Source: an optimization exercise on an open RTL-to-GDS flow (aim: small area). Production flows keep margins and buffers that such runs may drop. Function was checked by simulation only, so behaviour that the tests miss may differ from the original.

`run.sh`:
```
#!/bin/bash
# synth_recipe.tcl (not shown) runs the flow's synth.tcl, then flattens the netlist and writes it again
# the make line also repeats each setting of config.mk as NAME=value (left out here)
make -C /OpenROAD-flow-scripts/flow DESIGN_CONFIG=/design/flow/config.mk WORK_HOME=/design/flow/orfs CLKGATE_MAP_FILE= SYNTH_SCRIPT=/design/flow/synth_recipe.tcl finish
```
`config.mk`:
```
export PLATFORM = sky130hd
export DESIGN_NAME = conway_life
export DESIGN_NICKNAME = conway_life
export VERILOG_FILES = /design/flow/design.v
export SDC_FILE = /design/flow/constraint.sdc
export NUM_CORES = 4
export LEC_CHECK = 0
export CAP_MARGIN = 20
export CORE_MARGIN = 2
export CORE_UTILIZATION = 40
export SLEW_MARGIN = 20
```
`constraint.sdc`:
```
create_clock -name core_clock -period 5.0 [get_ports {clk}]
set_input_delay 1.0000 -clock core_clock [delete_from_list [all_inputs] [get_ports {clk}]]
set_output_delay 1.0000 -clock core_clock [all_outputs]
set_load 0.01 [all_outputs]
```
`design.v`:
```
module conway_life #(
	parameter ROW = 16,
	parameter COL = 16
) (
	input clk,
	input rst,
	input load,
	input [255:0] data,
	output [255:0] q
); 
	reg [255:0] q_reg, q_next;
	assign q = q_reg;
	generate
		genvar i,j;
		for (i=0;i<16;i=i+1) begin: gen_row
			for (j=0;j<16;j=j+1) begin: gen_clm
				wire [9:1] t;
				assign t[1] = q_reg[((i+15)%16)*16+((j+15)%16)];
				assign t[2] = q_reg[((i+15)%16)*16+((j+0)%16)];
				assign t[3] = q_reg[((i+15)%16)*16+((j+1)%16)];
				assign t[4] = q_reg[i*16+((j+15)%16)];
				assign t[5] = q_reg[i*16+j];
				assign t[6] = q_reg[i*16+((j+1)%16)];
				assign t[7] = q_reg[((i+1)%16)*16+((j+15)%16)];
				assign t[8] = q_reg[((i+1)%16)*16+((j+0)%16)];
				assign t[9] = q_reg[((i+1)%16)*16+((j+1)%16)];
				wire [3:0] sum = t[1]+t[2]+t[3]+t[4]+t[6]+t[7]+t[8]+t[9];
				always @(*) begin
					case (sum) 
						0: begin
							q_next[i*16+j] = 1'b0;
						end 
						1: begin
							q_next[i*16+j] = 1'b0;
						end 
						2: begin
							q_next[i*16+j] = q_reg[i*16+j];
						end 
						3: begin
							q_next[i*16+j] = 1'b1;
						end
						default:
							q_next[i*16+j] = 1'b0;
					endcase
				end
			end
		end
	endgenerate
	always @(posedge clk) begin
		if (load) begin
			q_reg <= data;
		end else begin
			q_reg <= q_next;
		end
	end
endmodule
```
==> qor.yml, run 1 <==
outcome: "timing/DRC/antenna clean"
fmax_ghz: 0.2362
slowest_stage: "or4b_2"
rows: 135
drv_cap: 0
gr-usage-all-layers: 0.2285
die_h_um: 373.7
fin_hold_ws_ns: 0.7674
hold_violations: 0
drc: 0
wire_per_inst_um: 19.94
clock_skew_ns: 0.01801
io_pins: 515
clock_sinks: 256
final_cells: 7794
cp_max_fo: 7
setup_viol: 0
path_clk_slew_ns: 0.06
path_class: "reg2reg"
cp.arrival_ns: 4.60
drive_above_1_share: 0.02463
cts_buffer_depth: 3
worst_pin_slew_ns: 0.8344
drv_slew: 0
drtIter0Drc: 1909
gr-total-overflow: 0
largest_reg_flops: 256
core_area_um2: 135600
grt_pass1_wl_um: 243200
critPathMaxStageDelay_ns: 0.61
wl_met2_um: 72990
synth_top_area_frac: 0.3745
holdBufCountCts: 0
ys_seq_elements: 256
synth_ff_type: "edfxtp_1"
wl_met3_um: 9060
post_cts_resized: 0
crit_path_end_kind: "flip-flop"
final.setup.tns_ns: 0
die_w_um: 373.7
fin_area_um2: 63170
slew_headroom: 0.4431
async_reset_ff_frac: 0
synth-edff-count: 256
cts_setup_buffers: 0
ys_types: 21
crit_top_cell: "fa_1"
yosys_warnings: 1
grt_max_degree: 125
cp.required_ns: 5.37
cts_root_buffer: "clkbuf_16"
post-route-util: 0.4658
worstSkewPairLatency_ns: 0.63
drtPass1Iterations: 5
syn_nets: 7504
yosys-top-cells-area: "fa_1 37%, ha_1 18%, edfxtp_1 14%, inv_1 8.8%, a21oi_1 4.6%"
syn_area_per_cell_um2: 10.03
synthCells: 5454
drt-vias-per-instance: 5.118
fin_crit_sh: 0.8466
cts_made_buffers: 44
cts_tree: "built"
routed_wl_um: 155400
dieArea_um2: 139700
placed_area_um2: 61880
ant_nets: 0
via_count: 39891
nets: 8024
fin_crit_ns: 4.233
antenna_found_initial: 8
rsz0062_at_grt: "no"
syn_to_final_growth_pct: 15.53
start_util: 0.4031
io_buffers: 513
cp_cell_sequence: "inv_1, fa_1, fa_1, fa_1, inv_1, ha_1, fa_1, nor2_1, a21oi_1, or4b_2"
synth-seq-area-share: 0.1406
htree_num_levels: 2
start_kind: "flip-flop"
wl_met1_um: 67340
dp_cells: 7709
grt_pass1_vias: 41808
hold_path.class: "reg2reg"
dp_hpwl_um: 131400
synth_area_um2: 54680
yosysTopAreaCell: "fa_1"
highest_layer: "met4"
place.gp.congestion: 0.8662
-- cell usage in the layout, fill, tap and decap left out --
cell type,instances
clkinv_2,7
buf_4,40
clkdlybuf4s50_1,512
diode_2,3
or2_2,4
or4b_1,208
a21oi_1,504
buf_12,5
o31ai_1,251
nor2_1,252
nand3b_1,5
inv_1,1279
edfxtp_1,256
a32o_1,4
inv_6,2
fa_1,1023
and2_1,252
clkbuf_16,45
a21o_1,4
buf_8,1
o21ai_0,5
ha_1,768
clkbuf_1,12
nor2b_1,4
clkinv_1,16
nand2_1,507
or4b_2,44
-- cells by family (layout without fill, tap and decap cells) --
logic type | count (synthesis) | count (layout) | share of synthesized area
other cells | 0 | 3 | 0
fa+ha+maj | 1791 | 1791 | 0.5503
buf+inv | 1363 | 1919 | 0.09816
flops | 256 | 256 | 0.1406
simple gates | 1276 | 1276 | 0.1287
compound gates | 768 | 768 | 0.08233
-- synthesized netlist by cell type (all sizes together) (79+ instances only) --
master and instances:
o31ai 251, and2 252, fa 1023, or4b 252, buf 79, inv 1279
ha 768, edfxtp 256, nor2 252, a21oi 504, nand2 507
-- area by class of cell --
type	instances	area, um^2
Clock inverter	25	112.6
Fill cell	12845	72460
Antenna cell	3	7.507
Inverter	1279	4801
Clock buffer	57	1171
Timing Repair Buffer	558	5540
Sequential cell	256	7687
Tap cell	1781	2228
Multi-Input combinational cell	3835	41630
-- per-layer routing --
layer  vias up  GRT usage
li1      18741          -
met2       875     0.3789
met1     20059     0.3052
met5         -          0
met3       216    0.03457
met4         0    0.07761
-- worst max-delay path, delay by kind of cell, from the launching register on --
family,cells,cell delay [ns]
adders and majority gates,5,2.08
AOI/OAI and AO/OA,1,0.06
buffers and inverters,2,0.58
and+or+nand+nor,2,0.70
DFF,1,0.53
-- through the flow --
stage          setup slack, ns
4_1_cts                 0.7267
3_5_place_dp            0.7434
6_report                0.7671
5_1_grt                 0.5818
2_1_floorplan            1.197
3_3_place_gp            0.7582
-- final timing paths --
check,depth (start not counted),slack [ns],endpoint,start
worst min register to register,2,0.77,q_reg[58],q_reg[43]
worst min-delay path,2,0.77,q_reg[58],q_reg[43]
worst max register to register,10,0.77,q_reg[39],q_reg[38]
worst max-delay path,10,0.77,q_reg[39],q_reg[38]
==> run 2, diff against run 1 <==
==> design.v (replaced) <==
module conway_life #(
	parameter ROW = 16,
	parameter COL = 16
) (
	input clk,
	input rst,
	input load,
	input [255:0] data,
	output [255:0] q
);
	reg [255:0] q_reg;
	assign q = q_reg;
	wire [255:0] hs, hk, nxt;
	genvar i, j;
	generate
		for (i = 0; i < 16; i = i + 1) begin : g_r
			for (j = 0; j < 16; j = j + 1) begin : g_c
				wire a = q_reg[i*16+(j+15)%16], b = q_reg[i*16+j], c = q_reg[i*16+(j+1)%16];
				assign hs[i*16+j] = a ^ b ^ c;
				assign hk[i*16+j] = (a & b) | (a & c) | (b & c);
			end
		end
		for (i = 0; i < 16; i = i + 1) begin : g_r2
			for (j = 0; j < 16; j = j + 1) begin : g_c2
				wire sa = hs[((i+15)%16)*16+j], sb = hs[i*16+j], sc = hs[((i+1)%16)*16+j];
				wire ka = hk[((i+15)%16)*16+j], kb = hk[i*16+j], kc = hk[((i+1)%16)*16+j];
				wire S0 = sa ^ sb ^ sc, S1 = (sa & sb) | (sa & sc) | (sb & sc);
				wire K0 = ka ^ kb ^ kc, K1 = (ka & kb) | (ka & kc) | (kb & kc);
				assign nxt[i*16+j] = S0 ? (~K1 & (S1 ^ K0)) : (q_reg[i*16+j] & ((~S1 & ~K0 & K1) | (S1 & K0 & ~K1)));
			end
		end
	endgenerate
	always @(posedge clk) begin
		if (load)
			q_reg <= data;
		else
			q_reg <= nxt;
	end
endmodule
--- a/config.mk
+++ b/config.mk
@@ -5,6 +5,7 @@
 export SDC_FILE = /design/flow/constraint.sdc
 export NUM_CORES = 4
 export LEC_CHECK = 0
+export ABC_AREA = 1
 export CAP_MARGIN = 20
 export CORE_MARGIN = 2
 export CORE_UTILIZATION = 40
==> run 2 against run 1 <==
Still clean on timing, DRC and antenna. Cell area down 14%. Global-route usage up 0.22 points. First-iteration DRC count up 14%. Clock-buffer cell count down 12. Die area down 12%. Critical endpoint is now q[245]. Largest cell class unchanged. Highest routed layer unchanged.
==> qor.yml, run 2 <==
drtIter0Drc: 2174  # +14%
core_area_um2: 119800  # -12%
synth-seq-area-share: 0.1061  # -0.03452
crit_path_end_kind: "primary output"
yosysTopAreaCell: "fa_1"
yosys_warnings: 1  # unchanged
slew_headroom: 0.3003  # -0.1428
cts_tree: "built"
slowest_stage: "dfxtp_1"
yosysMostFrequentCell: "nand2_1"
path_clk_slew_ns: 0.07  # about the same
setup_viol: 0  # unchanged
place.gp.congestion: 0.9305  # +7.4%
dieArea_um2: 123600  # -12%
holdBufCountCts: 0  # unchanged
post-route-util: 0.4548  # -0.01097
path_class: "reg2out"
post_cts_resized: 0  # unchanged
cts_buffer_depth: 3  # unchanged
rsz0062_at_grt: "no"
drv_cap: 0  # unchanged
grt_pass1_vias: 39841  # -4.7%
path_delay_family: "flip-flops"
grt_max_degree: 147  # +18%
clock_sinks: 256  # unchanged
outcome: "timing/DRC/antenna clean"
synth_top_area_frac: 0.2130  # -0.1616
syn_nets: 8006  # +6.7%
cp.required_ns: 4.00  # -1.37 ns
start_util: 0.4033  # about the same
cp.arrival_ns: 2.08  # -2.52 ns
gr-usage-all-layers: 0.2307  # +0.002247
routed_wl_um: 143000  # -8.0%
dp_hpwl_um: 124500  # -5.3%
io_pins: 515  # unchanged
drc: 0  # unchanged
cp_max_fo: 5  # -2
drt-vias-per-instance: 4.761  # -7.0%
htree_num_levels: 2  # unchanged
drv_slew: 0  # unchanged
via_count: 39695  # -0.49%
synth-edff-count: 0  # -100%
yosys-top-cells-area: "fa_1 21%, ha_1 20%, nand2_1 11%, inv_1 11%, dfxtp_1 11%"
worstSkewPairLatency_ns: 0.61  # -0.02 ns
ant_nets: 0  # unchanged
ys_seq_elements: 256  # unchanged
synth_area_um2: 48320  # -12%
hold_violations: 0  # unchanged
final_common_cell: "nand2_1"
wire_per_inst_um: 17.15  # -14%
final.setup.tns_ns: 0  # unchanged
async_reset_ff_frac: 0  # unchanged
fmax_ghz: 0.3247  # +37%
drive_above_1_share: 0.01324  # -0.01139
ys_types: 25  # +19%
syn_to_final_growth_pct: 12.77
synthCells: 6465  # +19%
cts_root_buffer: "clkbuf_16"
die_w_um: 351.6  # -5.9%
clock_skew_ns: 0.01640  # -0.001610 ns
cts_made_buffers: 37  # -16%
drtPass1Iterations: 5  # unchanged
nets: 8236  # +2.6%
syn_area_per_cell_um2: 7.474  # -25%
fin_crit_sh: 0.6159  # -0.2307
io_buffers: 513  # unchanged
hold_path.class: "reg2reg"
gr-total-overflow: 0  # unchanged
start_kind: "flip-flop"
final_cell_mix: "1,394 x nand2_1, 1,382 x inv_1, 768 x ha_1, 514 x fa_1, 512 x clkdlybuf4s50_1"
critPathMaxStageDelay_ns: 0.78  # +0.17 ns
fin_crit_ns: 3.080  # -1.153 ns
worst-path-buf-inv: 1  # -1
worst_pin_slew_ns: 1.049  # +0.2151 ns
cts_setup_buffers: 0  # unchanged
synth_ff_type: "dfxtp_1"
antenna_found_initial: 0  # -8
rows: 127  # -5.9%
netlist_top_cells_count: "1,394 x nand2_1, 1,382 x inv_1, 768 x ha_1"
largest_reg_flops: 256  # unchanged
cp_cell_sequence: "clkdlybuf4s50_1"
die_h_um: 351.6  # -5.9%
grt_pass1_wl_um: 219600  # -9.7%
==> run 2: cell types whose count changed in the layout (fill, tap and decap cells not counted), sizes merged, moves of 251 or more <==
cell / change
or4b: -252
o31ai: -251
edfxtp: -256
fa: -509
dfxtp: +256
nand2: +888
a21oi: -476
and2: -252
nand3: +501
==> run 2: worst paths after layout <==
path	start	to	slack, ns	cells after the start
max	q_reg[245]	q[245]	1.92	1
min	q_reg[57]	q_reg[57]	0.57	4
max reg2reg	q_reg[33]	q_reg[18]	2.01	13
min reg2reg	q_reg[57]	q_reg[57]	0.57	4
==> run 2: cells by family after synthesis <==
group           synth area share
compound gates           0.02732
fa+ha+maj                 0.4118
buf+inv                   0.1578
xor+xnor                 0.07903
flops                     0.1061
simple gates              0.2179
==> run 2: area by class of cell <==
type                       instances  area, um^2
multi-input combinational       4498       35570
fill                           11940       65320
clock inverter                    23       320.3
inverter                        1384        5202
sequential                       256        5125
tap                             1612        2017
clock buffer                      45        1039
timing repair buffer             518        5214
antenna                            2       5.005
==> run 2: per-layer routing <==
layer	vias to the layer above	wire length (um)	track usage
li1	19910	-	-
met1	18788	63970	0.3045
met2	834	67620	0.3926
met3	163	7171	0.03112
met4	0	4227	0.06628
met5	-	0	0
==> run 2: metrics by stage <==
stage	worst slack (ns)	std cells	cell area [um^2]	hold WS [ns]
after detailed placement	2.061	8268	53130	0.5638
after floorplan	2.673	6465	48320	0.5367
after global placement	2.135	8268	53130	0.5628
after global routing	1.835	8336	54480	0.6110
after CTS	1.879	8336	54480	0.5811
final	1.920	8338	54490	0.5728
==> run 3, diff against run 2 <==
==> flow/run.sh (new file) <==
#!/bin/bash
# Own layout flow: the standard synthesis (for the register names), then a hand-structured
# netlist of the same registers (flow/gen_net.py) in place of Yosys's logic, then the standard
# ORFS layout with 1x port buffers. Each tool's output goes to a log file in this folder.
set -euo pipefail
W=$(pwd)
R=$W/orfs/results/$FLOW_PLATFORM/conway_life/base
bash standard.sh synth > "$W/log_1_standard_synth.txt" 2>&1
python3 flow/gen_net.py > "$W/own_netlist.v" 2> "$W/log_2_gen_net.txt"
python3 flow/check_regs.py "$R/1_2_yosys.v" "$W/own_netlist.v" > "$W/log_3_check_regs.txt" 2>&1
cp "$R/1_2_yosys.v" "$W/standard_1_2_yosys.v"
cp "$W/own_netlist.v" "$R/1_2_yosys.v"
rm -f "$R/1_synth.odb" "$R/1_synth.sdc"
touch "$R/1_2_yosys.v"
BUFFER_PORTS_ARGS="-buffer_cell sky130_fd_sc_hd__buf_1" bash standard.sh finish > "$W/log_4_layout.txt" 2>&1
==> flow/check_regs.py (new file) <==
# Check that the generated netlist has exactly the standard synthesis's registers (name and cell type).
import re, sys
def regs(path):
    t = open(path).read()
    return sorted(re.findall(r'^\s*(sky130_fd_sc_hd__(?:dfxtp|dfxbp|edfxtp|dfrtp|sdfxtp)\w*)\s+(\\\S+|\S+)\s*\(', t, re.M))
a, b = regs(sys.argv[1]), regs(sys.argv[2])
norm = lambda l: sorted((re.sub(r'_\d+$', '', t), n) for t, n in l)
print(len(a), 'registers in the standard synthesis,', len(b), 'in the generated netlist')
if norm(a) != norm(b):
    print('MISMATCH'); print(set(norm(a)) ^ set(norm(b))); sys.exit(1)
print('registers match')
==> flow/gen_net.py (new file) <==
# Structural netlist for conway_life, architecture A:
#  per cell: FA for the horizontal 3-sum (s,k); FA over the three s of rows r-1..r+1 (S0,S1);
#  FA over the three k (K0,K1); rule+load logic; dfxtp flop.
import sys
P = 'sky130_fd_sc_hd__'
L = []
def cell(t, name, **pins):
    L.append(f'  {P}{t} {name} (' + ', '.join(f'.{p}({n})' for p, n in pins.items()) + ');')
def idx(i, j): return (i % 16) * 16 + (j % 16)
def q(i, j): return f'q[{idx(i, j)}]'
wires = []
def w(n): wires.append(n); return n
for i in range(16):
    for j in range(16):
        cell('fa_1', f'h_{i}_{j}', A=q(i, j - 1), B=q(i, j), CIN=q(i, j + 1), COUT=w(f'hk_{i}_{j}'), SUM=w(f'hs_{i}_{j}'))
for i in range(16):
    for j in range(16):
        c = f'{i}_{j}'
        r0, r2 = (i - 1) % 16, (i + 1) % 16
        cell('fa_1', f'vs_{c}', A=f'hs_{r0}_{j}', B=f'hs_{i}_{j}', CIN=f'hs_{r2}_{j}', COUT=w(f'S1_{c}'), SUM=w(f'S0_{c}'))
        cell('fa_1', f'vk_{c}', A=f'hk_{r0}_{j}', B=f'hk_{i}_{j}', CIN=f'hk_{r2}_{j}', COUT=w(f'K1_{c}'), SUM=w(f'K0_{c}'))
        S0, S1, K0, K1, me, d = f'S0_{c}', f'S1_{c}', f'K0_{c}', f'K1_{c}', q(i, j), f'data[{idx(i, j)}]'
        cell('inv_1', f'r0_{c}', A=d, Y=w(f'dn_{c}'))
        cell('or2_1', f'r1_{c}', A=S1, B=K0, X=w(f'n10_{c}'))
        cell('nand2_1', f'r2_{c}', A=f'n10_{c}', B=K1, Y=w(f'n11_{c}'))
        cell('a21oi_1', f'r3_{c}', A1=S1, A2=K0, B1=K1, Y=w(f'n12_{c}'))
        cell('nor2_1', f'r4_{c}', A=S0, B=f'n12_{c}', Y=w(f'n13_{c}'))
        cell('nand3_1', f'r5_{c}', A=f'n11_{c}', B=f'n13_{c}', C=me, Y=w(f'n14_{c}'))
        cell('a31oi_1', f'r6_{c}', A1=f'n10_{c}', A2=f'n12_{c}', A3=S0, B1='load', Y=w(f'n15_{c}'))
        cell('a22oi_1', f'r7_{c}', A1='load', A2=f'dn_{c}', B1=f'n14_{c}', B2=f'n15_{c}', Y=w(f'nx_{c}'))
        cell('dfxtp_1', f'\\q_reg[{idx(i, j)}]$_DFF_P_ ', CLK='clk', D=f'nx_{c}', Q=q(i, j))
print('module conway_life (clk, rst, load, data, q);')
print('  input clk;\n  input rst;\n  input load;\n  input [255:0] data;\n  output [255:0] q;')
for n in wires: print(f'  wire {n};')
print('\n'.join(L))
print('endmodule')
==> standard.sh (new file) <==
#!/bin/bash
# synth_recipe.tcl (not shown) runs the flow's synth.tcl, then flattens the netlist and writes it again
# the make line also repeats each setting of config.mk as NAME=value (left out here)
make -C /OpenROAD-flow-scripts/flow DESIGN_CONFIG=/design/flow/config.mk WORK_HOME=/design/flow/orfs CLKGATE_MAP_FILE= SYNTH_SCRIPT=/design/flow/synth_recipe.tcl "${@:-finish}"
--- a/config.mk
+++ b/config.mk
@@ -5,8 +5,8 @@
 export SDC_FILE = /design/flow/constraint.sdc
 export NUM_CORES = 4
 export LEC_CHECK = 0
-export ABC_AREA = 1
 export CAP_MARGIN = 20
 export CORE_MARGIN = 2
-export CORE_UTILIZATION = 40
+export CORE_UTILIZATION = 50
+export CTS_BUF_LIST = sky130_fd_sc_hd__clkbuf_4 sky130_fd_sc_hd__clkbuf_8
 export SLEW_MARGIN = 20
removed: run.sh
==> run 3 against run 2 <==
Still clean. Wire length down 29%. Via count down 33%.
==> qor.yml, run 3 <==
outcome: "timing/DRC/antenna clean"
drive_above_1_share: 0.02899  # +0.01575
synth_area_um2: 31070  # -36%
synthCells: 3072  # -52%
cp_max_fo: 5  # unchanged
io_pins: 515  # unchanged
syn_to_final_growth_pct: 13.63
worstSkewPairLatency_ns: 0.68  # +0.07 ns
grt_pass1_vias: 28105  # -29%
rows: 91  # -28%
dp_hpwl_um: 86660  # -30%
drt-vias-per-instance: 5.880  # +24%
core_area_um2: 61600  # -49%
yosys_warnings: 1  # unchanged
grt_pass1_wl_um: 158500  # -28%
final_cell_mix: "768 x fa_1, 512 x buf_1"
fin_crit_ns: 2.550  # -0.5295 ns
via_count: 26642  # -33%
routed_wl_um: 101900  # -29%
cp.required_ns: 4.00  # about the same
path_delay_family: "flip-flops"
hold_violations: 0  # unchanged
holdBufCountCts: 0  # unchanged
syn_area_per_cell_um2: 10.11  # +35%
hold_path.class: "in2reg"
cts_root_buffer: "clkbuf_8"
largest_reg_flops: 256  # unchanged
dp_slack_ns: 2.296  # +0.2354 ns
setup_viol: 0  # unchanged
drv_slew: 0  # unchanged
drc: 0  # unchanged
gr-total-overflow: 0  # unchanged
start_util: 0.5044  # +0.1011
final_common_cell: "fa_1"
antenna_found_initial: 12  # +12
path_class: "reg2out"
layout_setup_ws_ns: 2.450  # +0.5295 ns
cp.arrival_ns: 1.55  # -0.53 ns
cp_cell_sequence: "buf_1"
slowest_stage: "dfxtp_1"
cts_made_buffers: 57  # +54%
crit_path_end_kind: "primary output"
clock_skew_ns: 0.01682  # +0.0004146 ns
drtIter0Drc: 2058  # -5.3%
rsz0062_at_grt: "no"
place.gp.congestion: 0.9768  # +5.0%
post_cts_resized: 0  # unchanged
slew_headroom: 0.4429  # +0.1425
fin_crit_sh: 0.5100  # -0.1059
worst-path-buf-inv: 1  # unchanged
gr-usage-all-layers: 0.3263  # +0.09561
dieArea_um2: 64150  # -48%
wire_per_inst_um: 22.50  # +31%
drv_cap: 0  # unchanged
die_h_um: 253.3  # -28%
fmax_ghz: 0.3921  # +21%
die_w_um: 253.3  # -28%
cts_buffer_depth: 3  # unchanged
nets: 4676  # -43%
path_clk_slew_ns: 0.06  # about the same
clock_sinks: 256  # unchanged
io_buffers: 513  # unchanged
cts_tree: "built"
critPathMaxStageDelay_ns: 0.58  # -0.20 ns
grt_max_degree: 167  # +14%
ant_nets: 0  # unchanged
final.setup.tns_ns: 0  # unchanged
htree_num_levels: 2  # unchanged
cts_setup_buffers: 0  # unchanged
syn_nets: 4099  # -49%
drtPass1Iterations: 5  # unchanged
worst_pin_slew_ns: 0.8357  # -0.2138 ns
start_kind: "flip-flop"
-- run 3: final cells by class --
type | count | area [um^2]
fill | 5521 | 26290
multi-input combinational | 2560 | 24980
sequential | 256 | 5125
timing repair buffer | 518 | 2004
clock buffer | 100 | 1170
tap | 837 | 1047
inverter | 256 | 960.9
antenna | 3 | 7.507
clock inverter | 1 | 5.005
-- run 3: through the flow --
step	cells	util	hold slack [ns]	area, um^2
after floorplan	3072	-	0.5962	31070
after global placement	4427	0.5539	0.6066	34120
after detailed placement	4427	0.5539	0.6184	34120
after CTS	4528	0.5730	0.4985	35300
after global routing	4531	0.5731	0.5369	35300
final	4531	0.5731	0.5516	35300
-- run 3: path summary, 6_finish.rpt --
| kind | slack (ns) | endpoint | startpoint | depth (start not counted) |
|---|---|---|---|---|
| hold reg to reg | 0.62 | q_reg[88] | q_reg[88] | 2 |
| setup / recovery | 2.45 | q[254] | q_reg[254] | 1 |
| setup reg to reg | 2.59 | q_reg[134] | q_reg[118] | 5 |
| hold / removal | 0.55 | q_reg[149] | data[149] | 3 |
-- run 3: routing by layer --
metal	wire [um]	part of all wire	vias up	global-route usage
met5	108	0.0011	-	0
met4	4094	0.040	18	0.1248
met3	8053	0.079	238	0.07278
met2	49370	0.48	961	0.5363
met1	40310	0.40	13557	0.4236
li1	-	-	11868	-
==> run 4, diff against run 3 <==
--- a/flow/run.sh
+++ b/flow/run.sh
@@ -12,4 +12,7 @@
 cp "$W/own_netlist.v" "$R/1_2_yosys.v"
 rm -f "$R/1_synth.odb" "$R/1_synth.sdc"
 touch "$R/1_2_yosys.v"
-BUFFER_PORTS_ARGS="-buffer_cell sky130_fd_sc_hd__buf_1" bash standard.sh finish > "$W/log_4_layout.txt" 2>&1
+export BUFFER_PORTS_ARGS="-buffer_cell sky130_fd_sc_hd__buf_1"
+# fewer, larger sink clusters and no dummy loads: the clock tree only has to reach 256 flops
+export CTS_ARGS="-sink_clustering_enable -repair_clock_nets -dont_use_dummy_load -sink_clustering_size 20 -sink_clustering_max_diameter 60 -buf_list {sky130_fd_sc_hd__clkbuf_4 sky130_fd_sc_hd__clkbuf_8}"
+bash standard.sh finish > "$W/log_4_layout.txt" 2>&1
==> flow/gen_net.py (replaced) <==
P = 'sky130_fd_sc_hd__'
L, wires = [], []
def cell(t, name, **pins):
    L.append(f'  {P}{t} {name} (' + ', '.join(f'.{p}({n})' for p, n in pins.items()) + ');')
def w(n): wires.append(n); return n
def idx(i, j): return (i % 16) * 16 + (j % 16)
def q(i, j): return f'q[{idx(i, j)}]'

# rule for one cell: inputs o t f (pair sum), s k (the other row's 3-sum), m (cell), d (data)
RULE = [
    ('nor2_1',    dict(A='d', B='nload', Y='#16')),
    ('o21ai_0',   dict(A1='t', A2='k', B1='f', Y='#17')),
    ('a21o_1',    dict(A1='t', A2='k', B1='f', X='#19')),
    ('nor2_1',    dict(A='o', B='s', Y='#20')),
    ('nand4_1',   dict(A='#19', B='m', C='#17', D='#20', Y='#21')),
    ('nand2_1',   dict(A='o', B='s', Y='#22')),
    ('nor2_1',    dict(A='t', B='k', Y='#23')),
    ('nor3_1',    dict(A='#23', B='#20', C='#19', Y='#24')),
    ('o21ai_0',   dict(A1='m', A2='#22', B1='#24', Y='#25')),
    ('a31oi_1',   dict(A1='#25', A2='nload', A3='#21', B1='#16', Y='n')),
]
def rule(tag, nets):
    for g, (t, pins) in enumerate(RULE):
        pm = {}
        for p, n in pins.items():
            if n.startswith('#'):
                nn = f'x{n[1:]}_{tag}'
                if p in ('Y', 'X'): w(nn)
                pm[p] = nn
            else:
                pm[p] = nets.get(n, n)
        cell(t, f'g{g}_{tag}', **pm)

cell('inv_1', 'g_nload', A='load', Y=w('nload'))
for i in range(16):
    for j in range(16):
        cell('fa_1', f'h_{i}_{j}', A=q(i, j - 1), B=q(i, j), CIN=q(i, j + 1), COUT=w(f'hk_{i}_{j}'), SUM=w(f'hs_{i}_{j}'))
for i in range(0, 16, 2):
    for j in range(16):
        p = f'{i}_{j}'
        cell('ha_1', f'u_po_{p}', A=f'hs_{i}_{j}', B=f'hs_{i+1}_{j}', COUT=w(f'pc_{p}'), SUM=w(f'po_{p}'))
        cell('fa_1', f'u_pt_{p}', A=f'hk_{i}_{j}', B=f'hk_{i+1}_{j}', CIN=f'pc_{p}', COUT=w(f'pf_{p}'), SUM=w(f'pt_{p}'))
        for r, other in ((i, (i - 1) % 16), (i + 1, (i + 2) % 16)):
            c = f'{r}_{j}'
            rule(c, dict(o=f'po_{p}', t=f'pt_{p}', f=f'pf_{p}', s=f'hs_{other}_{j}', k=f'hk_{other}_{j}',
                         m=q(r, j), d=f'data[{idx(r, j)}]', n=w(f'nx_{c}')))
            cell('dfxtp_1', f'\\q_reg[{idx(r, j)}]$_DFF_P_ ', CLK='clk', D=f'nx_{c}', Q=q(r, j))
print('module conway_life (clk, rst, load, data, q);')
print('  input clk;\n  input rst;\n  input load;\n  input [255:0] data;\n  output [255:0] q;')
for n in wires: print(f'  wire {n};')
print('\n'.join(L))
print('endmodule')
==> run 4 against run 3 <==
Utilization down 0.11 points. Cell area down 13%. Register-to-register slack worse by 0.33 ns.
==> qor.yml, run 4 <==
outcome: "timing/DRC/antenna clean"
drv_slew: 0  # unchanged
final_common_cell: "nor2_1"
synth_area_um2: 27230  # -12%
grt_max_degree: 132  # -21%
hold_violations: 0  # unchanged
cts_tree: "built"
syn_area_per_cell_um2: 8.180  # -19%
syn_to_final_growth_pct: 13.05
io_buffers: 513  # unchanged
drtPass1Iterations: 8  # +3
start_util: 0.5060  # +0.001601
grt_pass1_wl_um: 155000  # -2.2%
slew_headroom: 0.4099  # -0.03298
yosys_warnings: 1  # unchanged
die_h_um: 237.4  # -6.3%
worst_pin_slew_ns: 0.8833  # +0.04762 ns
io_pins: 515  # unchanged
cts_root_buffer: "clkbuf_8"
drt-vias-per-instance: 6.436  # +9.5%
routed_wl_um: 102300  # +0.37%
path_clk_slew_ns: 0.08  # +0.02 ns
place.gp.congestion: 0.9354  # -4.2%
worstRegToRegCells: 7  # +2
rows: 85  # -6.6%
path_class: "reg2reg"
hp-start: "data[148]"
dp_slack_ns: 2.134  # -0.1620 ns
worstSkewPairLatency_ns: 0.66  # -0.02 ns
drtIter0Drc: 2713  # +32%
synthCells: 3329  # +8.4%
post_cts_resized: 0  # unchanged
fin_crit_ns: 2.738  # +0.1874 ns
drc: 0  # unchanged
nets: 4669  # -0.15%
cp.required_ns: 5.55  # +1.55 ns
dieArea_um2: 56340  # -12%
rsz0062_at_grt: "no"
rrSetupSlack_ns: 2.26  # -0.33 ns
htree_num_levels: 2  # unchanged
grt_pass1_vias: 28129  # +0.085%
clock_sinks: 256  # unchanged
final_cell_mix: "768 x nor2_1, 513 x buf_1, 512 x o21ai_0, 384 x fa_1"
antenna_found_initial: 18  # +6
hold_path_end: "q_reg[148]"
cp.arrival_ns: 3.29  # +1.74 ns
core_area_um2: 53810  # -13%
hold-path-cell-count: 3  # unchanged
cts_setup_buffers: 0  # unchanged
gr-usage-all-layers: 0.3522  # +0.02587
cts_made_buffers: 44  # -23%
gr-total-overflow: 0  # unchanged
start_kind: "flip-flop"
cp_max_fo: 6  # +1
syn_nets: 4100  # +0.024%
largest_reg_flops: 256  # unchanged
cts_buffer_depth: 3  # unchanged
fmax_ghz: 0.3653  # -6.8%
hold_path.class: "in2reg"
layout_setup_ws_ns: 2.262  # -0.1874 ns
setup_viol: 0  # unchanged
drive_above_1_share: 0.01412  # -0.01487
ant_nets: 0  # unchanged
dp_hpwl_um: 82560  # -4.7%
die_w_um: 237.4  # -6.3%
drv_cap: 0  # unchanged
regToRegEndpoint: "q_reg[253]"
fin_crit_sh: 0.5475  # +0.03748
holdBufCountCts: 0  # unchanged
via_count: 29611  # +11%
crit_path_end_kind: "flip-flop"
fin_hold_ws_ns: 0.5845  # +0.03294 ns
wire_per_inst_um: 22.24  # -1.2%
reg2reg_from: "q_reg[254]"
clock_skew_ns: 0.03833  # +0.02152 ns
-- run 4: how the worst max path moves through the flow --
stage                     from          to  slack [ns]  cells past startpoint
floorplan                 load    q_reg[0]       -1.17                      2
global placement          load  q_reg[132]        2.18                      5
detailed placement        load  q_reg[243]        2.13                      5
CTS                 q_reg[169]  q_reg[169]        2.32                      7
global route         q_reg[65]   q_reg[80]        2.15                      7
finish              q_reg[254]  q_reg[253]        2.26                      7
-- run 4: worst max-delay path, stage by stage (launching register included) --
cell,delay (ns)
dfxtp_1,0.65
fa_1,0.56
ha_1,0.22
fa_1,0.53
a21o_1,0.22
nor3_1,0.17
o21ai_0,0.13
a31oi_1,0.17
-- run 4: per-stage QoR --
stage            util  setup TNS (ns)  cell area, um^2  cells
2_1_floorplan       -         -298.97            27230   3329
4_1_cts        0.5716               0            30760   4592
3_5_place_dp   0.5604               0            30160   4548
5_1_grt        0.5720               0            30780   4600
3_3_place_gp   0.5604               0            30160   4548
6_report       0.5720               0            30780   4601
-- run 4: layer usage --
layer,vias up,GRT usage,routed length [um],part of all wire
met5,-,0,126,0.0012
met4,18,0.1610,4535,0.044
met3,259,0.07467,9429,0.092
met2,1448,0.5604,46540,0.45
met1,14364,0.4622,41690,0.41
li1,13522,-,-,-
-- run 4: final cells by class --
| cell class | instances | area (um^2) |
|---|---|---|
| fill | 5139 | 23030 |
| clock buffer | 44 | 605.6 |
| inverter | 1 | 7.507 |
| timing repair buffer | 523 | 2051 |
| tap | 696 | 870.8 |
| sequential | 256 | 5125 |
| multi-input combinational | 3072 | 22100 |
| antenna | 9 | 22.52 |
==> run 5, diff against run 4 <==
--- a/flow/run.sh
+++ b/flow/run.sh
@@ -14,5 +14,5 @@
 touch "$R/1_2_yosys.v"
 export BUFFER_PORTS_ARGS="-buffer_cell sky130_fd_sc_hd__buf_1"
 # fewer, larger sink clusters and no dummy loads: the clock tree only has to reach 256 flops
-export CTS_ARGS="-sink_clustering_enable -repair_clock_nets -dont_use_dummy_load -sink_clustering_size 20 -sink_clustering_max_diameter 60 -buf_list {sky130_fd_sc_hd__clkbuf_4 sky130_fd_sc_hd__clkbuf_8}"
+export CTS_ARGS="-sink_clustering_enable -repair_clock_nets -dont_use_dummy_load -sink_clustering_size 14 -sink_clustering_max_diameter 70 -buf_list {sky130_fd_sc_hd__clkbuf_8}"
 bash standard.sh finish > "$W/log_4_layout.txt" 2>&1
--- a/config.mk
+++ b/config.mk
@@ -7,6 +7,5 @@
 export LEC_CHECK = 0
 export CAP_MARGIN = 20
 export CORE_MARGIN = 2
-export CORE_UTILIZATION = 50
-export CTS_BUF_LIST = sky130_fd_sc_hd__clkbuf_4 sky130_fd_sc_hd__clkbuf_8
+export CORE_UTILIZATION = 65
 export SLEW_MARGIN = 20
==> run 5 against run 4 <==
Still clean on timing, DRC and antenna. First-iteration DRC count grew 71%. Flip-flop and latch count did not move. Sequential share of layout area up 0.21 points. Synthesized cell count is the same. Via count grew 4.3%. Fmax down 2.8%. Global-route usage increased by 9.4 points.
==> qor.yml, run 5 <==
layout_setup_ws_ns: 2.185  # -0.07748 ns
fin_hold_ws_ns: 0.6035  # +0.01900 ns
path_class: "reg2reg"
hold_violations: 0  # unchanged
drtPass1Iterations: 10  # +2
fillers: 3153  # -39%
final.setup.tns_ns: 0  # unchanged
nets: 4656  # -0.28%
synth_area_um2: 27230  # unchanged
outcome: "timing/DRC/antenna clean"
cp_max_fo: 6  # unchanged
rrSetupSlack_ns: 2.19  # -0.08 ns
drive_above_1_share: 0.01082  # -0.003301
final_common_cell: "nor2_1"
setup_viol: 0  # unchanged
cp.required_ns: 5.54  # about the same
dp_hpwl_um: 79550  # -3.6%
multi_input_area_um2: 22100  # unchanged
hold_path.class: "in2reg"
post_cts_resized: 0  # unchanged
io_buffers: 513  # unchanged
wire_per_inst_um: 22.64  # +1.8%
post-route-util: 0.7396  # +0.1676
antenna_found_initial: 13  # -5
worst_pin_slew_ns: 0.7506  # -0.1327 ns
largest_reg_flops: 256  # unchanged
fin_crit_ns: 2.815  # +0.07748 ns
gr-total-overflow: 0  # unchanged
drc: 0  # unchanged
die_w_um: 208.7  # -12%
io_pins: 515  # unchanged
cp.arrival_ns: 3.36  # +0.07 ns
path_clk_slew_ns: 0.09  # about the same
slew_headroom: 0.4986  # +0.08869
rsz0062_at_grt: "no"
crit_path_end_kind: "flip-flop"
fmax_ghz: 0.3552  # -2.8%
clock_skew_ns: 0.06418  # +0.02585 ns
holdBufCountCts: 0  # unchanged
drv_slew: 0  # unchanged
final_cell_mix: "768 x nor2_1, 513 x buf_1, 512 x o21ai_0, 384 x fa_1"
register_area_um2: 5125  # unchanged
synthCells: 3329  # unchanged
ant_nets: 0  # unchanged
cts_root_buffer: "clkbuf_8"
grt_pass1_vias: 29653  # +5.4%
core_area_um2: 41110  # -24%
clock_sinks: 256  # unchanged
drtIter0Drc: 4631  # +71%
via_count: 30895  # +4.3%
cts_setup_buffers: 0  # unchanged
fin_crit_sh: 0.5630  # +0.01550
cts_tree: "built"
rows: 74  # -13%
grt_pass1_wl_um: 154000  # -0.63%
dp_slack_ns: 2.137  # +0.002540 ns
start_kind: "flip-flop"
dieArea_um2: 43550  # -23%
cts_made_buffers: 35  # -20%
die_h_um: 208.7  # -12%
gr-usage-all-layers: 0.4460  # +0.09376
start_util: 0.6624  # +0.1564
syn_nets: 4100  # unchanged
drv_cap: 0  # unchanged
cts_buffer_depth: 3  # unchanged
yosys_warnings: 1  # unchanged
grt_max_degree: 165  # +25%
drt-vias-per-instance: 6.980  # +8.5%
worstSkewPairLatency_ns: 0.65  # about the same
syn_to_final_growth_pct: 11.66
routed_wl_um: 100200  # -2.1%
place.gp.congestion: 1.001  # +7.0%
syn_area_per_cell_um2: 8.180  # unchanged
htree_num_levels: 2  # unchanged
run 5: critical path: stages, from the launching register on:
cell and delay [ns]:
dfxtp_1 0.60, fa_1 0.54, ha_1 0.24, fa_1 0.53
a21o_1 0.21, nor3_1 0.24, o21ai_0 0.16, a31oi_1 0.20
run 5: final cells by class:
cell class                 count  area share
tap                          532     0.02189
timing repair buffer         519     0.06564
clock buffer                  35     0.01584
inverter                       1   0.0002469
antenna                       11   0.0009053
multi-input combinational   3072      0.7269
sequential                   256      0.1686
run 5: worst paths after layout:
check | startpoint | cells past startpoint | to
max reg2reg | q_reg[6] | 7 | q_reg[23]
min reg2reg | q_reg[66] | 2 | q_reg[66]
max | q_reg[6] | 7 | q_reg[23]
min | data[91] | 3 | q_reg[91]
run 5: through the flow:
step                      std cells  instance area, um^2
after CTS                      4415                30380
after global placement         4380                29890
after detailed placement       4380                29890
final                          4426                30400
after global routing           4424                30400
after floorplan                3329                27230
run 5: layer usage:
layer	vias to the layer above	track usage	wire, um
met4	8	0.2702	6392
met3	451	0.1054	11630
met1	14644	0.5633	37010
li1	13481	-	-
met2	2311	0.7001	45130
met5	-	0	56
==> run 6, diff against run 5 <==
--- a/flow/run.sh
+++ b/flow/run.sh
@@ -14,5 +14,5 @@
 touch "$R/1_2_yosys.v"
 export BUFFER_PORTS_ARGS="-buffer_cell sky130_fd_sc_hd__buf_1"
 # fewer, larger sink clusters and no dummy loads: the clock tree only has to reach 256 flops
-export CTS_ARGS="-sink_clustering_enable -repair_clock_nets -dont_use_dummy_load -sink_clustering_size 14 -sink_clustering_max_diameter 70 -buf_list {sky130_fd_sc_hd__clkbuf_8}"
+export CTS_ARGS="-sink_clustering_enable -repair_clock_nets -dont_use_dummy_load -sink_clustering_size 12 -sink_clustering_max_diameter 60 -buf_list {sky130_fd_sc_hd__clkbuf_8}"
 bash standard.sh finish > "$W/log_4_layout.txt" 2>&1
--- a/config.mk
+++ b/config.mk
@@ -7,5 +7,5 @@
 export LEC_CHECK = 0
 export CAP_MARGIN = 20
 export CORE_MARGIN = 2
-export CORE_UTILIZATION = 65
+export CORE_UTILIZATION = 50
 export SLEW_MARGIN = 20
==> run 6 against run 5 <==
Global-route usage fell by 9.4 points. Register-to-register slack improved by 0.06 ns. Worst setup slack improved by 0.062 ns. First-iteration DRC count fell by 41%. Non-clock buffer count rose by 4. Synthesized area did not move. Clock skew fell by 0.033 ns. Flip-flop and latch count did not move. Via count fell by 4.3%. Critical path type unchanged. Highest routed layer unchanged.
==> qor.yml, run 6 <==
final_common_cell: "nor2_1"
clock_skew_ns: 0.03076  # -0.03343 ns
cp_max_fo: 6  # unchanged
crit_path_end_kind: "flip-flop"
post-route-util: 0.5720  # -0.1676
cts_setup_buffers: 0  # unchanged
layout_setup_ws_ns: 2.247  # +0.06215 ns
io_pins: 515  # unchanged
rows: 85  # +15%
synthCells: 3329  # unchanged
core_area_um2: 53810  # +31%
start_util: 0.5060  # -0.1564
htree_num_levels: 2  # unchanged
nets: 4669  # +0.28%
worstRegToRegCells: 7  # unchanged
drtPass1Iterations: 6  # -4
synth_area_um2: 27230  # unchanged
cts_root_buffer: "clkbuf_8"
dp_cells: 4548  # +3.8%
rrSetupSlack_ns: 2.25  # +0.06 ns
hold_path_end: "q_reg[45]"
holdBufCountCts: 0  # unchanged
cts_made_buffers: 44  # +26%
slew_headroom: 0.3992  # -0.09935
gr-total-overflow: 0  # unchanged
largest_reg_flops: 256  # unchanged
drc: 0  # unchanged
ant_nets: 0  # unchanged
final_cells: 4601  # +4.0%
worstSkewPairLatency_ns: 0.64  # about the same
fin_crit_ns: 2.753  # -0.06215 ns
path_class: "reg2reg"
syn_area_per_cell_um2: 8.180  # unchanged
dp_slack_ns: 2.134  # -0.002540 ns
fin_crit_sh: 0.5506  # -0.01243
die_w_um: 237.4  # +14%
drive_above_1_share: 0.01412  # +0.003301
dp_hpwl_um: 82560  # +3.8%
syn_nets: 4100  # unchanged
hold_violations: 0  # unchanged
cp.arrival_ns: 3.31  # -0.05 ns
gr-usage-all-layers: 0.3524  # -0.09358
via_count: 29555  # -4.3%
post_cts_resized: 0  # unchanged
fin_area_um2: 30780  # +1.2%
wire_per_inst_um: 22.29  # -1.6%
rsz0062_at_grt: "no"
yosys_warnings: 1  # unchanged
worst_pin_slew_ns: 0.8993  # +0.1487 ns
outcome: "timing/DRC/antenna clean"
final_cell_mix: "768 x nor2_1, 513 x buf_1, 512 x o21ai_0, 384 x fa_1"
regToRegEndpoint: "q_reg[253]"
hold-path-cell-count: 3  # unchanged
cp.required_ns: 5.56  # +0.02 ns
fmax_ghz: 0.3633  # +2.3%
hp-start: "data[45]"
die_h_um: 237.4  # +14%
dieArea_um2: 56340  # +29%
cts_buffer_depth: 3  # unchanged
routed_wl_um: 102600  # +2.3%
grt_pass1_vias: 28130  # -5.1%
antenna_found_initial: 18  # +5
path_clk_slew_ns: 0.08  # about the same
grt_max_degree: 132  # -20%
syn_to_final_growth_pct: 13.05
start_kind: "flip-flop"
place.gp.congestion: 0.9354  # -6.6%
hold_path.class: "in2reg"
io_buffers: 513  # unchanged
drv_slew: 0  # unchanged
placed_area_um2: 30160  # +0.87%
clock_sinks: 256  # unchanged
drv_cap: 0  # unchanged
cts_tree: "built"
drtIter0Drc: 2723  # -41%
drt-vias-per-instance: 6.424  # -8.0%
setup_viol: 0  # unchanged
reg2reg_from: "q_reg[254]"
grt_pass1_wl_um: 155000  # +0.67%
-- run 6: routing by layer --
metal	global-route usage	vias up	wire length, um	share of wire
met5	0	-	126	0.0012
met4	0.1612	18	4454	0.043
met3	0.07467	258	9296	0.091
met2	0.5607	1410	46740	0.46
met1	0.4624	14373	41950	0.41
li1	-	13496	-	-
-- run 6: final cells by class --
| class | count | area, um^2 |
|---|---|---|
| Fill cell | 5140 | 23030 |
| Multi-Input combinational cell | 3072 | 22100 |
| Sequential cell | 256 | 5125 |
| Timing Repair Buffer | 523 | 2051 |
| Tap cell | 696 | 870.8 |
| Clock buffer | 44 | 605.6 |
| Antenna cell | 9 | 22.52 |
| Inverter | 1 | 7.507 |
-- run 6: worst max-delay path, stage by stage, from the launching register on --
cell	delay [ns]
dfxtp_1	0.65
fa_1	0.57
ha_1	0.22
fa_1	0.53
a21o_1	0.22
nor3_1	0.18
o21ai_0	0.13
a31oi_1	0.16
-- run 6: how the worst max path moves through the flow --
stage                          start         end  slack [ns]  cells past startpoint
final                     q_reg[254]  q_reg[253]        2.25                      7
after global routing       q_reg[65]   q_reg[80]        2.15                      7
after CTS                 q_reg[169]  q_reg[169]        2.32                      7
after detailed placement        load  q_reg[243]        2.13                      5
after global placement          load  q_reg[132]        2.18                      5
after floorplan                 load    q_reg[0]       -1.17                      2
-- run 6: per-stage QoR --
stage          hold slack, ns  setup TNS [ns]
3_5_place_dp           0.6389               0
2_1_floorplan          0.6195         -298.97
3_3_place_gp           0.6234               0
6_report               0.5863               0
5_1_grt                0.5806               0
4_1_cts                0.5475               0
==> run 7, diff against run 6 <==
--- a/flow/run.sh
+++ b/flow/run.sh
@@ -14,5 +14,5 @@
 touch "$R/1_2_yosys.v"
 export BUFFER_PORTS_ARGS="-buffer_cell sky130_fd_sc_hd__buf_1"
 # fewer, larger sink clusters and no dummy loads: the clock tree only has to reach 256 flops
-export CTS_ARGS="-sink_clustering_enable -repair_clock_nets -dont_use_dummy_load -sink_clustering_size 12 -sink_clustering_max_diameter 60 -buf_list {sky130_fd_sc_hd__clkbuf_8}"
+export CTS_ARGS="-sink_clustering_enable -repair_clock_nets -dont_use_dummy_load -sink_clustering_size 6 -sink_clustering_max_diameter 50 -buf_list {sky130_fd_sc_hd__clkbuf_4}"
 bash standard.sh finish > "$W/log_4_layout.txt" 2>&1
--- a/config.mk
+++ b/config.mk
@@ -7,5 +7,5 @@
 export LEC_CHECK = 0
 export CAP_MARGIN = 20
 export CORE_MARGIN = 2
-export CORE_UTILIZATION = 50
+export CORE_UTILIZATION = 65
 export SLEW_MARGIN = 20
==> run 7 against run 6 <==
Die area shrank 23%. Worst hold slack lost 0.21 ns. Worst setup slack got worse by 0.086 ns. Flip-flop and latch count unchanged. Critical path type unchanged. Synthesized area is the same. Wire length fell by 2.5%. Still clean on timing, DRC and antenna. Global-route usage up 9.4 points. Critical path depth unchanged. Via count increased by 4.5%.
==> qor.yml, run 7 <==
nets: 4673  # +0.086%
io_buffers: 513  # unchanged
syn_area_per_cell_um2: 8.180  # unchanged
path_class: "reg2reg"
dieArea_um2: 43550  # -23%
slew_headroom: 0.4716  # +0.07234
fin_hold_ws_ns: 0.3713  # -0.2150 ns
cp.arrival_ns: 3.57  # +0.26 ns
fin_area_um2: 30310  # -1.5%
yosys_warnings: 1  # unchanged
dp_hpwl_um: 79550  # -3.6%
hold_path.class: "in2reg"
clock_sinks: 256  # unchanged
core_area_um2: 41110  # -24%
final_cell_mix: "768 x nor2_1, 513 x buf_1, 512 x o21ai_0, 384 x fa_1"
drtIter0Drc: 4631  # +70%
fillers: 3185  # -38%
cts_buffer_depth: 3  # unchanged
grt_pass1_wl_um: 153900  # -0.72%
start_kind: "flip-flop"
rows: 74  # -13%
layout_setup_ws_ns: 2.161  # -0.08578 ns
gr-usage-all-layers: 0.4460  # +0.09365
synthCells: 3329  # unchanged
worstSkewPairLatency_ns: 0.86  # +0.22 ns
cts_setup_buffers: 0  # unchanged
die_h_um: 208.7  # -12%
routed_wl_um: 99970  # -2.5%
reg2reg_from: "q_reg[174]"
clock_skew_ns: 0.05940  # +0.02864 ns
cp.required_ns: 5.73  # +0.17 ns
fmax_ghz: 0.3523  # -3.0%
holdBufCountCts: 0  # unchanged
placed_area_um2: 29890  # -0.86%
drc: 0  # unchanged
drive_above_1_share: 0.01513  # +0.001011
htree_num_levels: 2  # unchanged
start_util: 0.6624  # +0.1564
regToRegEndpoint: "q_reg[173]"
cts_made_buffers: 52  # +18%
drt-vias-per-instance: 6.950  # +8.2%
worstRegToRegCells: 7  # unchanged
largest_reg_flops: 256  # unchanged
rrSetupSlack_ns: 2.16  # -0.09 ns
cp_max_fo: 6  # unchanged
drv_slew: 0  # unchanged
timing.critical_path.from: "q_reg[174]"
cts_tree: "built"
grt_max_degree: 165  # +25%
antenna_found_initial: 13  # -5
post_cts_resized: 0  # unchanged
setup_viol: 0  # unchanged
path_clk_slew_ns: 0.09  # about the same
fin_crit_ns: 2.839  # +0.08578 ns
wire_per_inst_um: 22.50  # +0.94%
crit_path_end_kind: "flip-flop"
ant_nets: 0  # unchanged
io_pins: 515  # unchanged
via_count: 30878  # +4.5%
drv_cap: 0  # unchanged
syn_nets: 4100  # unchanged
grt_pass1_vias: 29713  # +5.6%
outcome: "timing/DRC/antenna clean"
worst_pin_slew_ns: 0.7927  # -0.1066 ns
final_common_cell: "nor2_1"
fin_crit_sh: 0.5677  # +0.01716
post-route-util: 0.7374  # +0.1653
die_w_um: 208.7  # -12%
syn_to_final_growth_pct: 11.32
cts_root_buffer: "clkbuf_4"
dp_slack_ns: 2.137  # +0.002540 ns
hold_violations: 0  # unchanged
place.gp.congestion: 1.001  # +7.0%
gr-total-overflow: 0  # unchanged
rsz0062_at_grt: "no"
crit_path_end: "q_reg[173]"
drtPass1Iterations: 10  # +4
synth_area_um2: 27230  # unchanged
## run 7: cell types whose count changed in the layout (fill, tap and decap cells not counted), sizes merged
cell | previous run | this run
clkbuf | 44 | 52
buf | 523 | 519
diode | 9 | 11
## run 7: how the worst min path moves through the flow
stage               slack [ns]         end  startpoint  depth (start not counted)
floorplan                 0.62    q_reg[0]    q_reg[0]                          2
global placement          0.63   q_reg[48]   q_reg[48]                          2
detailed placement        0.64  q_reg[204]  q_reg[204]                          2
CTS                       0.35  q_reg[209]   data[209]                          3
global route              0.39  q_reg[227]   data[227]                          3
finish                    0.37  q_reg[227]   data[227]                          3
## run 7: metrics by stage
step	setup TNS, ns	std cells
finish	0	4443
global placement	0	4380
detailed placement	0	4380
CTS	0	4432
global route	0	4441
floorplan	-298.97	3329
## run 7: worst max-delay path, stage by stage, from the launching register on
cell,delay [ns]
dfxtp_1,0.65
fa_1,0.54
ha_1,0.24
fa_1,0.60
nor2_1,0.10
nor3_1,0.20
o21ai_0,0.16
a31oi_1,0.24
## run 7: area by class of cell
cell class                      instances  area, um^2  area share
Sequential cell                       256        5125      0.1691
Clock buffer                           52       390.4     0.01288
Multi-Input combinational cell       3072       22100      0.7291
Tap cell                              532       665.6     0.02196
Antenna cell                           11       27.53   0.0009081
Inverter                                1       7.507   0.0002477
Timing Repair Buffer                  519        1996     0.06584
## run 7: layer usage
| metal | routed length, um | track usage |
|---|---|---|
| met2 | 45190 | 0.7071 |
| met3 | 11780 | 0.1046 |
| met5 | 58 | 0 |
| met4 | 6293 | 0.2675 |
| met1 | 36640 | 0.5591 |
==> run 8, diff against run 7 <==
--- a/flow/gen_net.py
+++ b/flow/gen_net.py
@@ -6,18 +6,19 @@
 def idx(i, j): return (i % 16) * 16 + (j % 16)
 def q(i, j): return f'q[{idx(i, j)}]'
 
-# rule for one cell: inputs o t f (pair sum), s k (the other row's 3-sum), m (cell), d (data)
+# rule for one cell: inputs o t f (pair sum PH = o + 2t + 4f), G = t ^ f (per pair), s k (the other
+# row's 3-sum H = s + 2k), m (the cell), d (data). With U = t + k + 2f the count is (o + s) + 2U:
+# birth needs U == 1 and o + s == 1; survival (m) needs U == 1 and o + s == 2, or U == 2 and o + s == 0.
+# U == 1 is (t != k) & ~f; U == 2 is (t == k) & (t != f).
 RULE = [
-    ('nor2_1',    dict(A='d', B='nload', Y='#16')),
-    ('o21ai_0',   dict(A1='t', A2='k', B1='f', Y='#17')),
-    ('a21o_1',    dict(A1='t', A2='k', B1='f', X='#19')),
-    ('nor2_1',    dict(A='o', B='s', Y='#20')),
-    ('nand4_1',   dict(A='#19', B='m', C='#17', D='#20', Y='#21')),
-    ('nand2_1',   dict(A='o', B='s', Y='#22')),
-    ('nor2_1',    dict(A='t', B='k', Y='#23')),
-    ('nor3_1',    dict(A='#23', B='#20', C='#19', Y='#24')),
-    ('o21ai_0',   dict(A1='m', A2='#22', B1='#24', Y='#25')),
-    ('a31oi_1',   dict(A1='#25', A2='nload', A3='#21', B1='#16', Y='n')),
+    ('nor2_1',    dict(A='d', B='nload', Y='#dl')),          # d & load
+    ('xnor2_1',   dict(A='t', B='k', Y='#X')),               # t == k
+    ('nor2_1',    dict(A='o', B='s', Y='#z')),               # o + s == 0
+    ('nand4_1',   dict(A='#X', B='G', C='m', D='#z', Y='#a')),  # ~(m & U==2 & o+s==0)
+    ('nand2_1',   dict(A='o', B='s', Y='#b')),               # o + s < 2
+    ('nor3_1',    dict(A='#X', B='f', C='#z', Y='#c')),      # U==1 & o+s > 0
+    ('o21ai_0',   dict(A1='m', A2='#b', B1='#c', Y='#e')),   # ~(U==1 & (o+s==1 | m & o+s==2))
+    ('a31oi_1',   dict(A1='#e', A2='nload', A3='#a', B1='#dl', Y='n')),
 ]
 def rule(tag, nets):
     for g, (t, pins) in enumerate(RULE):
@@ -40,9 +41,10 @@
         p = f'{i}_{j}'
         cell('ha_1', f'u_po_{p}', A=f'hs_{i}_{j}', B=f'hs_{i+1}_{j}', COUT=w(f'pc_{p}'), SUM=w(f'po_{p}'))
         cell('fa_1', f'u_pt_{p}', A=f'hk_{i}_{j}', B=f'hk_{i+1}_{j}', CIN=f'pc_{p}', COUT=w(f'pf_{p}'), SUM=w(f'pt_{p}'))
+        cell('xor2_1', f'u_pg_{p}', A=f'pt_{p}', B=f'pf_{p}', X=w(f'pg_{p}'))
         for r, other in ((i, (i - 1) % 16), (i + 1, (i + 2) % 16)):
             c = f'{r}_{j}'
-            rule(c, dict(o=f'po_{p}', t=f'pt_{p}', f=f'pf_{p}', s=f'hs_{other}_{j}', k=f'hk_{other}_{j}',
+            rule(c, dict(o=f'po_{p}', t=f'pt_{p}', f=f'pf_{p}', G=f'pg_{p}', s=f'hs_{other}_{j}', k=f'hk_{other}_{j}',
                          m=q(r, j), d=f'data[{idx(r, j)}]', n=w(f'nx_{c}')))
             cell('dfxtp_1', f'\\q_reg[{idx(r, j)}]$_DFF_P_ ', CLK='clk', D=f'nx_{c}', Q=q(r, j))
 print('module conway_life (clk, rst, load, data, q);')
==> run 8 against run 7 <==
Final cell count decreased by 8.7%. Synthesized cell count decreased by 12%. Sequential share of layout area increased by 0.46 points. Cell area decreased by 2.7%. Still clean on timing, DRC and antenna. Largest cell class unchanged.
==> qor.yml, run 8 <==
cp.required_ns: 5.70  # -0.03 ns
via_count: 26991  # -13%
synth_area_um2: 26430  # -2.9%
crit_path_end_kind: "flip-flop"
syn_to_final_growth_pct: 11.63
fin_hold_ws_ns: 0.3886  # +0.01734 ns
syn_nets: 3716  # -9.4%
holdBufCountCts: 0  # unchanged
fin_area_um2: 29500  # -2.7%
outcome: "timing/DRC/antenna clean"
setup_viol: 0  # unchanged
cts_setup_buffers: 0  # unchanged
routed_wl_um: 90860  # -9.1%
grt_pass1_vias: 26473  # -11%
syn_area_per_cell_um2: 8.974  # +9.7%
path_class: "reg2reg"
drtPass1Iterations: 7  # -3
grt_max_degree: 208  # +26%
io_pins: 515  # unchanged
cts_buffer_depth: 3  # unchanged
io_buffers: 513  # unchanged
die_w_um: 205.6  # -1.5%
worstSkewPairLatency_ns: 0.85  # about the same
cts_tree: "built"
clock_sinks: 256  # unchanged
dp_slack_ns: 2.095  # -0.04176 ns
rows: 73  # -1.4%
clock_skew_ns: 0.07242  # +0.01302 ns
dp_hpwl_um: 74210  # -6.7%
fillers: 3033  # -4.8%
drive_above_1_share: 0.01622  # +0.001093
cts_root_buffer: "clkbuf_4"
largest_reg_flops: 256  # unchanged
layout_setup_ws_ns: 2.234  # +0.07279 ns
final.setup.tns_ns: 0  # unchanged
gr-total-overflow: 0  # unchanged
cts_made_buffers: 52  # unchanged
path_clk_slew_ns: 0.09  # about the same
highest_layer: "met5"
fmax_ghz: 0.3616  # +2.6%
ant_nets: 0  # unchanged
wl_met1_um: 34070  # -7.0%
worst_pin_slew_ns: 1.062  # +0.2697 ns
hold_path.class: "in2reg"
wl_met2_um: 41260  # -8.7%
drtIter0Drc: 3515  # -24%
placed_area_um2: 29070  # -2.8%
dieArea_um2: 42290  # -2.9%
fin_crit_ns: 2.766  # -0.07279 ns
fin_crit_sh: 0.5532  # -0.01456
drt-vias-per-instance: 6.655  # -4.2%
htree_num_levels: 2  # unchanged
antenna_found_initial: 18  # +5
gr-usage-all-layers: 0.4235  # -0.02251
grt_pass1_wl_um: 138300  # -10%
nets: 4287  # -8.3%
wire_per_inst_um: 22.40  # -0.44%
start_kind: "flip-flop"
rsz0062_at_grt: "no"
drv_slew: 0  # unchanged
slew_headroom: 0.2918  # -0.1798
cp.arrival_ns: 3.47  # -0.10 ns
core_area_um2: 39910  # -2.9%
cp_max_fo: 6  # unchanged
final_common_cell: "buf_1"
start_util: 0.6621  # about the same
place.gp.congestion: 0.9684  # -3.3%
drc: 0  # unchanged
final_cell_mix: "513 x buf_1, 512 x nor2_1, 384 x fa_1"
post_cts_resized: 0  # unchanged
synthCells: 2945  # -12%
yosys_warnings: 1  # unchanged
drv_cap: 0  # unchanged
hold_violations: 0  # unchanged
wl_met3_um: 9978  # -15%
die_h_um: 205.6  # -1.5%
-- run 8: cell types whose count changed in the layout (fill, tap and decap cells not counted), moves of 6 or more --
cell,before,now
xor2_1,0,128
diode_2,11,17
a21o_1,256,0
xnor2_1,0,256
o21ai_0,512,256
nor2_1,768,512
-- run 8: worst max-delay path, stage by stage, from the launching register on --
cell     delay [ns]
dfxtp_1        0.59
fa_1           0.56
ha_1           0.25
fa_1           0.59
xnor2_1        0.14
nor3_1         0.19
o21ai_0        0.15
a31oi_1        0.17
-- run 8: final cells by class --
class | instances | area (um^2) | share of cell area
well taps | 525 | 656.9 | 0.02226
multi-input cells | 2688 | 21300 | 0.7220
flip-flops and latches | 256 | 5125 | 0.1737
inverters | 1 | 7.507 | 0.0002545
diodes | 17 | 42.54 | 0.001442
clock buffers | 52 | 390.4 | 0.01323
repair buffers | 517 | 1981 | 0.06713
-- run 8: per-layer routing --
| layer | GRT usage | up-vias |
|---|---|---|
| met5 | 0 | - |
| met4 | 0.2523 | 8 |
| met3 | 0.09550 | 366 |
| met2 | 0.6634 | 1819 |
| met1 | 0.5382 | 12940 |
| li1 | - | 11858 |
-- run 8: path summary, 6_finish.rpt --
kind / start / to / slack [ns] / depth (start not counted)
max: q_reg[75] / q_reg[91] / 2.23 / 7
min: data[38] / q_reg[38] / 0.39 / 3
max reg2reg: q_reg[75] / q_reg[91] / 2.23 / 7
min reg2reg: q_reg[209] / q_reg[209] / 0.65 / 2
-- run 8: stage by stage --
step	std cells	utilization
2_1_floorplan	2945	-
3_3_place_gp	3987	0.7283
3_5_place_dp	3987	0.7283
4_1_cts	4039	0.7381
5_1_grt	4048	0.7387
6_report	4056	0.7392

==> port drivers added, routing unchanged <==
How much do the figures lean on ideal ports? The routed layouts below were timed once more, with nothing changed but the port constraints. Step 1: set_driving_cell puts a clkbuf_16 on clk and a buf_2 on each other input, an assumption about the parent block. Step 2 adds t to the input delays and takes it off the output delays; t is the mean of the earliest and latest rising clock arrival at the registers after step 1. Input paths then give back, and output paths get back, about the clock's delay inside the block. Three values: ideal, step 1, step 2; two values: the first two.
run | shift t [ns] | setup slack, ns | latest minus earliest clock arrival (ns) | worst data-port slew with drivers (ns)
run 1 | 0.694 | 0.767 / 0.767 / 0.767 | 0.020 / 0.020 | 0.18
run 2 | 0.678 | 1.920 / 1.844 / 2.010 | 0.021 / 0.022 | 0.08
run 3 | 0.733 | 2.450 / 2.387 / 2.206 | 0.017 / 0.018 | 0.13
run 4 | 0.695 | 2.262 / 2.262 / 2.049 | 0.048 / 0.049 | 0.12
run 5 | 0.669 | 2.185 / 2.185 / 2.055 | 0.074 / 0.074 | 0.11
run 6 | 0.694 | 2.247 / 2.247 / 1.984 | 0.046 / 0.046 | 0.12
run 7 | 0.891 | 2.161 / 2.161 / 2.058 | 0.066 / 0.065 | 0.12
run 8 | 0.870 | 2.234 / 2.232 / 1.971 | 0.083 / 0.082 | 0.11
After both steps every run listed still meets setup and hold.
